Context: an optimization exercise on an open-source flow, tuned for small area, a short achievable clock period and few clock cycles per item. The choices shown serve that exercise and are no tape-out recipe. Only simulation tests tie the RTL to the original design; equivalence was not proved.

## before
Design axis_averaging_filter, start of the top module:
module axis_averaging_filter #(
    parameter R_I=5, C_I=5, W_I=8, R_K=3, C_K=3,
              DEPTH = $clog2(R_K*C_K),
              LATENCY = DEPTH + 1)(
    input                       clk, rstn,
    output                      s_axis_averaging_ready,
    input                       s_axis_averaging_valid,
    input  [R_I*C_I*W_I-1:0]    s_axis_averaging_data,
    input                       m_axis_averaging_ready,
    output                      m_axis_averaging_valid,
    output [R_I*C_I*W_I-1:0]    m_axis_averaging_data
);
For scale: about 2100 cells after synthesis, about 410 I/O pins, ~0.026 sq mm of cells after synthesis.
Settings: LEC_CHECK=0, CAP_MARGIN=5, CORE_MARGIN=2, CORE_UTILIZATION=55, CTS_BUF_LIST=sky130_fd_sc_hd__clkbuf_8, CTS_CLUSTER_DIAMETER=60, CTS_CLUSTER_SIZE=15, SETUP_SLACK_MARGIN=1.7, SLEW_MARGIN=5; clock period 8.5 ns.
standard.sh (not shown) runs the stock make flow with config.mk's settings and CLKGATE_MAP_FILE= SYNTH_SCRIPT=/design/flow/synth_recipe.tcl, a recipe that flattens the netlist after the stock synthesis.
==> flow/flow/run.sh <==
#!/bin/bash
# Layout flow: the standard ORFS flow (standard.sh), except that
#  - the combinational leaf modules listed in flow/premap.json are mapped to
#    cells first (premap.py) and handed to the standard synthesis as fixed
#    netlists; registers and all other logic go through standard synthesis;
#  - the port buffers are sky130_fd_sc_hd__buf_1 cells.
# Each tool's output goes to a log file in this folder.
set -uo pipefail
cd "$(dirname "$0")/.."
if ! python3 flow/premap.py > premap.log 2>&1; then
    echo "premap failed, using the design as is" >> premap.log
    cp design.v design_premapped.v
fi
bash standard.sh VERILOG_FILES=$PWD/design_premapped.v \
    BUFFER_PORTS_ARGS="-buffer_cell sky130_fd_sc_hd__buf_1" > standard.log 2>&1
Other scripts of this flow, unchanged in this note and not shown: flow/flow/div9_w10.v, flow/flow/div9_w11.v, flow/flow/div9_w11p.v, flow/flow/div9_w12p.v, flow/flow/premap.json, flow/flow/premap.py
before ended with every stage complete and zero timing, DRC or antenna violations.
Testbench counts of before, summed over its fixed seeds: cycles 2,056, items 2,048.
Relative to before, the following input files were edited for after:
# before
export LEC_CHECK = 0
export CAP_MARGIN = 5
export CORE_MARGIN = 2
export CORE_UTILIZATION = 55
export CTS_BUF_LIST = sky130_fd_sc_hd__clkbuf_8
export CTS_CLUSTER_DIAMETER = 60
export CTS_CLUSTER_SIZE = 15
export SETUP_SLACK_MARGIN = 1.7
export SLEW_MARGIN = 5
create_clock -name core_clock -period 8.5 [get_ports {clk}]
# after
export LEC_CHECK = 0
export CAP_MARGIN = 20
export CORE_MARGIN = 2
export CORE_UTILIZATION = 55
export CTS_BUF_LIST = sky130_fd_sc_hd__clkbuf_8
export CTS_CLUSTER_DIAMETER = 60
export CTS_CLUSTER_SIZE = 15
export SETUP_SLACK_MARGIN = 1.9
export SLEW_MARGIN = 20
create_clock -name core_clock -period 8.5 [get_ports {clk}]
--- outcome ---
after vs before, synthesis-to-finish area growth went up by 6.7 points.
Wire length per cell: after vs before up about 0.7%
Compared with before, placement density in the core of after is higher.

---

== job 4166 ==
Another version of the RTL of axis_averaging_filter (not shown whole).
Size: ~270 flip-flops, ~26000 um^2 of cells after synthesis.
==> flow/config.mk <==
export PLATFORM = sky130hd
export DESIGN_NAME = axis_averaging_filter
export DESIGN_NICKNAME = axis_averaging_filter
export VERILOG_FILES = /design/flow/design.v
export SDC_FILE = /design/flow/constraint.sdc
export NUM_CORES = 8
export LEC_CHECK = 0
export CAP_MARGIN = 20
export CORE_MARGIN = 2
export CORE_UTILIZATION = 65
export CTS_BUF_LIST = sky130_fd_sc_hd__clkbuf_4 sky130_fd_sc_hd__clkbuf_8
export SETUP_SLACK_MARGIN = 1.3
export SLEW_MARGIN = 20
==> flow/constraint.sdc <==
create_clock -name core_clock -period 8.5 [get_ports {clk}]
set_input_delay 1.7000 -clock core_clock [delete_from_list [all_inputs] [get_ports {clk}]]
set_output_delay 1.7000 -clock core_clock [all_outputs]
set_load 0.01 [all_outputs]
Scripts as last shown in full above: flow/flow/run.sh
Other scripts of this flow, unchanged in this note and not shown: flow/flow/div9_w10.v, flow/flow/div9_w11.v, flow/flow/div9_w11p.v, flow/flow/div9_w12p.v, flow/flow/premap.json, flow/flow/premap.py
Job 4166 went all the way through the flow, and no timing, DRC or antenna check failed.
Testbench counts of job 4166, summed over its fixed seeds: cycles 2,056, items 2,048.
Relative to job 4166, the following input files were edited for job 4742:
Settings: CORE_UTILIZATION now 55, was 65; SETUP_SLACK_MARGIN now 1.6, was 1.3.
[summary]
As of job 4742, area of the die had risen by more than 10% compared to job 4166. In the reports for job 4166 and job 4742, the smaller smallest setup slack after layout belongs to job 4166. Going from job 4166 to job 4742, global-route wire length before repair grew slightly. Job 4742 improves on job 4166 in minimum period implied by the final worst setup slack. Delta (job 4742 minus job 4166): number of non-filler instances in the completed layout has increased; fraction of area in multi-input gates has decreased.
Edits applied to the flow inputs when going from job 4742 to job 9352:
Settings: SETUP_SLACK_MARGIN no longer set, was 1.6.
Job 9352: number of buffers outside the clock class in the layout 135 below job 4742
Compare job 4742 and job 9352 | setup slack higher: job 4742
Of job 9352 and job 4742, it is job 9352 that has the higher share of the clock period used by the worst path after layout.
Cmp job 4742 and job 9352 / area growth from synthesis to layout / higher: job 4742
| share of layout cells above drive strength 1 | lower: job 9352 |
Compared with job 4742, job 9352 shows a higher worst hold slack.
On relative area of non-clock buffer cells in the final design, the higher figure sits with job 4742, not job 9352.
Diff job 4742 and job 9352: data required time at the worst endpoint higher in job 4742
Changes in job 3601 relative to job 9352:
Settings: SETUP_SLACK_MARGIN: unset -> 2.0.
Notes after the runs:
From job 9352 to job 3601 the numbers moved as follows: via count normalized by instance count went up; setup slack went up. Final area (lower): job 9352.

## port drivers added, routing unchanged
No port has a modelled driver above. Below, the same layouts with a new extraction and two added sets of constraints. Step 1 sets driving cells, clkbuf_16 on the clock port and buf_2 on the other inputs (assumed; they add their load-dependent delay and slew). Step 2, shift: input delay + t, output delay - t, t = (earliest + latest rising clock arrival at the registers) / 2. This alone moves slack from input paths to output paths. a / b / c = no drivers / after step 1 / after step 2; a / b = the first two.
run | shift t [ns] | slack for setup (ns) | worst slew at a driven data input, ns
before | 0.682 | 1.791 / 1.820 / 1.137 | 0.11
after | 0.709 | 1.936 / 1.878 / 1.271 | 0.09
job 4166 | 0.682 | 1.414 / 1.419 / 0.746 | 0.14
job 4742 | 0.698 | 1.646 / 1.665 / 0.967 | 0.12
job 9352 | 0.686 | 0.593 / 0.534 / 0.342 | 0.11
job 3601 | 0.694 | 1.558 / 1.500 / 1.050 | 0.13
After both steps every run listed still meets setup and hold. The setup slack of job 4742, which loses most, moves by +0.019 ns with the drivers and by -0.679 ns with both steps.
